This design comes from an exercise in tuning for small area, a short achievable clock period and few clock cycles per item on the open sky130 flow, not from production work. Function was checked by simulation only, so behaviour that the tests miss may differ from the original. Power and IR drop assume default switching activity.

==> flow/design.v <==
module question1_c(
            input clk,
            input [63:0] plain_text,
            input [79:0] master_key,
            input rst,
            input start,
            output [63:0] out,
            output reg done);
reg  [63:0] state;
reg  [79:0] key;
reg  [4:0]  rcounter;
reg         fin, seen;
wire [79:0] key_m = {key[66:0], key[79:67]};     
wire [3:0]  key_s;
wire [79:0] next_key = {key_m[79:64], key_m[63:59] ^ rcounter, key_m[58:4], key_s};
wire [63:0] sb;
wire [63:0] next_state;
boron_sbox u_ks (.a(key_m[3:0]), .y(key_s));
genvar i;
generate for (i = 0; i < 16; i = i + 1) begin : g_s
    boron_sbox u_s (.a(state[4*i +: 4]), .y(sb[4*i +: 4]));
end endgenerate
boron_mix u_mix (.t(sb), .k(next_key[63:0]), .o(next_state));
assign out = state;
always @(posedge clk) begin
    if (rst) begin
        state    <= plain_text ^ master_key[63:0];
        key      <= master_key;
        rcounter <= 5'd0;
        fin      <= 1'b0;
        seen     <= 1'b0;
        done     <= 1'b0;
    end else begin
        key      <= next_key;
        rcounter <= rcounter + 5'd1;
        if (!fin)
            state <= next_state;
        if (rcounter == 5'd24)
            fin <= 1'b1;
        seen <= seen | start;
        done <= (fin | (rcounter == 5'd24)) & (seen | start);
    end
end
endmodule
module boron_sbox(input [3:0] a, output [3:0] y);
wire [63:0] tbl = 64'h6358F02DAC971B4E;
assign y = tbl[4*a +: 4];
endmodule
module boron_isbox(input [3:0] a, output [3:0] y);
wire [63:0] tbl = 64'hB086275C4FD1E93A;
assign y = tbl[4*a +: 4];
endmodule
module boron_mix(input [63:0] t, input [63:0] k, output [63:0] o);
wire [15:0] b1 = {t[6:0],   t[15:7]};     
wire [15:0] b2 = {t[19:16], t[31:20]};    
wire [15:0] b3 = {t[32],    t[47:33]};    
wire [15:0] b4 = {t[62:48], t[63]};       
assign o = {b4 ^ b3 ^ b1, b3 ^ b1, b4 ^ b2, b4 ^ b2 ^ b1} ^ k;
endmodule
module decryption(input clk,
                  input start,
                  input [63:0] ciphertext,
                  input [79:0] key_in,
                  output reg done,
                  output [63:0] message);
reg  [63:0] state;
reg  [79:0] key;
reg  [4:0]  rcounter;
reg         sched1, sched2, run;
reg         hi, ksched;
wire [79:0] kl_m = {key_in[66:0], key_in[79:67]};
wire [3:0]  kl_s;
boron_sbox u_kl (.a(kl_m[3:0]), .y(kl_s));
wire [79:0] key_l = {kl_m[79:64], kl_m[63:59], kl_m[58:4], kl_s};
wire [79:0] key_c [0:12];
assign key_c[0] = key;
genvar i;
generate for (i = 0; i < 12; i = i + 1) begin : g_ks
    localparam [4:0] RA = 1 + i, RB = 13 + i;
    wire [79:0] m = {key_c[i][66:0], key_c[i][79:67]};
    wire [3:0]  s;
    boron_sbox u_s (.a(m[3:0]), .y(s));
    assign key_c[i+1] = {m[79:64], m[63:59] ^ (hi ? RB : RA), m[58:4], s};
end endgenerate
wire [3:0]  kf_s;
boron_isbox u_kf (.a(key[3:0]), .y(kf_s));
wire [79:0] kf_m = {key[79:64], key[63:59] ^ rcounter, key[58:4], kf_s};
wire [79:0] key_f = {kf_m[12:0], kf_m[79:13]};
wire [63:0] t, sb;
boron_imix u_mix (.x(state), .t(t));
generate for (i = 0; i < 16; i = i + 1) begin : g_s
    boron_isbox u_s (.a(t[4*i +: 4]), .y(sb[4*i +: 4]));
end endgenerate
wire [63:0] state_r = sb ^ key_f[63:0];
assign message = state;
always @(posedge clk) begin
    if (!start) begin
        key      <= key_l;
        sched1   <= 1'b1;
        sched2   <= 1'b0;
        hi       <= 1'b0;
        ksched   <= 1'b1;
        run      <= 1'b0;
        done     <= 1'b0;
        rcounter <= 5'd24;
    end else begin
        sched1 <= 1'b0;
        sched2 <= sched1;
        hi     <= hi | sched1;
        ksched <= sched1;
        key <= ksched ? key_c[12] : key_f;
        if (sched2) begin
            state <= ciphertext ^ key_c[12][63:0];
            run   <= 1'b1;
        end
        if (run & !done) begin
            state    <= state_r;
            rcounter <= rcounter - 5'd1;
            if (rcounter == 5'd0)
                done <= 1'b1;
        end
    end
end
endmodule
module boron_imix(input [63:0] x, output [63:0] t);
wire [15:0] a1 = x[31:16] ^ x[15:0];
wire [15:0] a2 = x[63:48] ^ x[47:32] ^ x[31:16];
wire [15:0] a3 = x[47:32] ^ x[31:16] ^ x[15:0];
wire [15:0] a4 = x[47:32] ^ x[63:48];
assign t = {{a4[0],    a4[15:1]},      
            {a3[14:0], a3[15]},        
            {a2[11:0], a2[15:12]},     
            {a1[8:0],  a1[15:9]}};     
endmodule
module boron_codec(
    input         clk,
    input         rst,
    input         enc_start,
    input  [63:0] enc_plain,
    input  [79:0] enc_key,
    output [63:0] enc_out,
    output        enc_done,
    input         dec_start,
    input  [63:0] dec_cipher,
    input  [79:0] dec_key,
    output [63:0] dec_out,
    output        dec_done
);
question1_c u_enc (.clk(clk),.plain_text(enc_plain),.master_key(enc_key),.rst(rst),.start(enc_start),.out(enc_out),.done(enc_done));
decryption  u_dec (.clk(clk),.start(dec_start),.ciphertext(dec_cipher),.key_in(dec_key),.done(dec_done),.message(dec_out));
endmodule
clock: 4.0 ns
lec_check: 0
cap_margin: 20
core_margin: 2
core_utilization: 60
gpl_routability_driven: 0
place_density: 0.72
setup_slack_margin: 1.8
slew_margin: 20
synth_hierarchical: 1
standard.sh (not shown) runs the stock make flow with config.mk's settings and CLKGATE_MAP_FILE= SYNTH_SCRIPT=/design/flow/synth_recipe.tcl, a recipe that flattens the netlist after the stock synthesis.
==> flow/flow/run.sh <==
#!/bin/bash
# The standard layout (standard.sh) with two changes:
#  - synthesis maps with ABC's &nf mapper (nf.script) instead of the ORFS
#    speed script, without 4-input muxes and without half-adder extraction
#    (synth.tcl, otherwise the standard flow's own synth_recipe.tcl);
#  - every port is buffered by sky130_fd_sc_hd__buf_1 instead of the
#    clock-delay buffer buffer_ports picks by default.
# ORFS writes each step's log under orfs/logs/; make's output goes to
# standard.log.
set -euo pipefail
here=$(cd "$(dirname "${BASH_SOURCE[0]}")" && pwd)
export BUFFER_PORTS_ARGS="-buffer_cell sky130_fd_sc_hd__buf_1"
export MY_ABC_SCRIPT="$here/nf.script"
grep -q 'SYNTH_SCRIPT=' standard.sh
sed "s#SYNTH_SCRIPT=[^ ]*#SYNTH_SCRIPT=$here/synth.tcl#" standard.sh > my_standard.sh
grep -q "SYNTH_SCRIPT=$here/synth.tcl" my_standard.sh
bash my_standard.sh > standard.log 2>&1
==> flow/flow/nf.script <==
&get -n
&st
&dch
&nf
&put
topo
stime -c
==> flow/flow/synth.tcl <==
proc synth {args} { yosys synth -nofsm -noshare {*}$args }
# Technology mapping: ABC's &nf mapper (area recovery, no buffering) in place
# of the ORFS scripts, without the 4-input muxes, and no half-adder
# extraction; OpenROAD's repair sizes and buffers the critical paths.
proc abc {args} {
  set i [lsearch -exact $args -script]
  if {$i >= 0} { lset args [expr {$i + 1}] $::env(MY_ABC_SCRIPT) }
  foreach c {mux4_1 mux4_2 mux4_4} { lappend args -dont_use sky130_fd_sc_hd__$c }
  yosys abc {*}$args
}
proc extract_fa {args} {}
source $::env(SCRIPTS_DIR)/synth.tcl
# left out here: clear keep_hierarchy, flatten, clean up, hide names made inside functions, write 1_2_yosys.v
The baseline finished clean.
Testbench counts at the start, summed over its fixed seeds: cycles 6,920, items 256.
==> next run, changes <==
--- a/flow/config.mk
+++ b/flow/config.mk
@@ -11,5 +11,5 @@
 export GPL_ROUTABILITY_DRIVEN = 0
 export PLACE_DENSITY = 0.72
-export SETUP_SLACK_MARGIN = 1.8
+export SETUP_SLACK_MARGIN = 1.75
 export SLEW_MARGIN = 20
 export SYNTH_HIERARCHICAL = 1
=> The new run completed without violations. Die area is unchanged. Routed wire length drops by 0.66%. Cell area drops by 1.4%.
==> next run, changes <==
--- a/flow/config.mk
+++ b/flow/config.mk
@@ -11,5 +11,5 @@
 export GPL_ROUTABILITY_DRIVEN = 0
 export PLACE_DENSITY = 0.72
-export SETUP_SLACK_MARGIN = 1.75
+export SETUP_SLACK_MARGIN = 1.9
 export SLEW_MARGIN = 20
 export SYNTH_HIERARCHICAL = 1
=>
- die area does not change
- design area increases by 4.8%
- wire length came out higher by 2.1%
- utilization rose by 3.5 points
- synthesized cell count is unchanged
- total power rose by 5.8%
- count of clock-buffer cells in the layout goes up by 5
- fmax is higher by 1.1%
==> next run, changes <==
--- a/flow/config.mk
+++ b/flow/config.mk
@@ -9,7 +9,6 @@
 export CORE_MARGIN = 2
 export CORE_UTILIZATION = 60
-export GPL_ROUTABILITY_DRIVEN = 0
 export PLACE_DENSITY = 0.72
-export SETUP_SLACK_MARGIN = 1.9
+export SETUP_SLACK_MARGIN = 1.8
 export SLEW_MARGIN = 20
 export SYNTH_HIERARCHICAL = 1
Worst setup slack loses 0.023 ns.
Via count goes down by about 0.9%.
Non-clock buffer count came out lower by 27.
Total power came out lower by about 4.3%.
Combinational power goes down by about 5%.
Sequential share of layout area goes up by 0.87 points.
Wire length barely changes.
Clock power decreases by 6.8%.
==> next run, changes <==
--- a/flow/config.mk
+++ b/flow/config.mk
@@ -8,6 +8,7 @@
 export CAP_MARGIN = 20
 export CORE_MARGIN = 2
-export CORE_UTILIZATION = 60
-export PLACE_DENSITY = 0.72
+export CORE_UTILIZATION = 65
+export GPL_ROUTABILITY_DRIVEN = 0
+export PLACE_DENSITY = 0.75
 export SETUP_SLACK_MARGIN = 1.8
 export SLEW_MARGIN = 20
The changed run passed the timing, design-rule and antenna checks.
Die area shrinks by about 7.5%.
Count of clock-buffer cells in the layout grows by 4.
First-iteration DRC count grows by about 12%.
Cell count shrinks by 1.7%.
Setup slack gets better by 0.028 ns.
Routed wire length barely changes.
Power grows by 1.1%.
Cell area shrinks by about 0.5%.
Core utilization grows by 6.3 points.

[separate check: timing with driven ports]
The flow's constraints put no driver on any port. The routed layouts listed below were extracted and timed again, unchanged, in two steps. Step 1: set_driving_cell puts a clkbuf_16 on clk and a buf_2 on each other input, an assumption about the parent block. Step 2 times the ports against the registers' clock, not the clock port: input delays grow and output delays shrink by t, the midpoint of the rising clock arrivals with the driver on. a / b / c = no drivers / after step 1 / after step 2; a / b = the first two.
run	t, ns	setup WS [ns]	worst hold slack (ns)	worst register clock-pin slew, ns
the first run	0.571	1.791 / 1.739 / 1.690	0.434 / 0.434 / 0.434	0.06 / 0.06
the second run	0.573	1.767 / 1.719 / 1.691	0.437 / 0.437 / 0.437	0.06 / 0.06
the third run	0.572	1.791 / 1.763 / 1.473	0.434 / 0.434 / 0.434	0.06 / 0.06
the fourth run	0.562	1.767 / 1.752 / 1.487	0.435 / 0.435 / 0.435	0.07 / 0.07
the fifth run	0.577	1.796 / 1.757 / 1.568	0.433 / 0.433 / 0.433	0.06 / 0.06
After both steps every run listed still meets setup and hold. For the third run, which loses most, drivers alone change the setup slack by -0.028 ns; drivers and shift together by -0.318 ns.
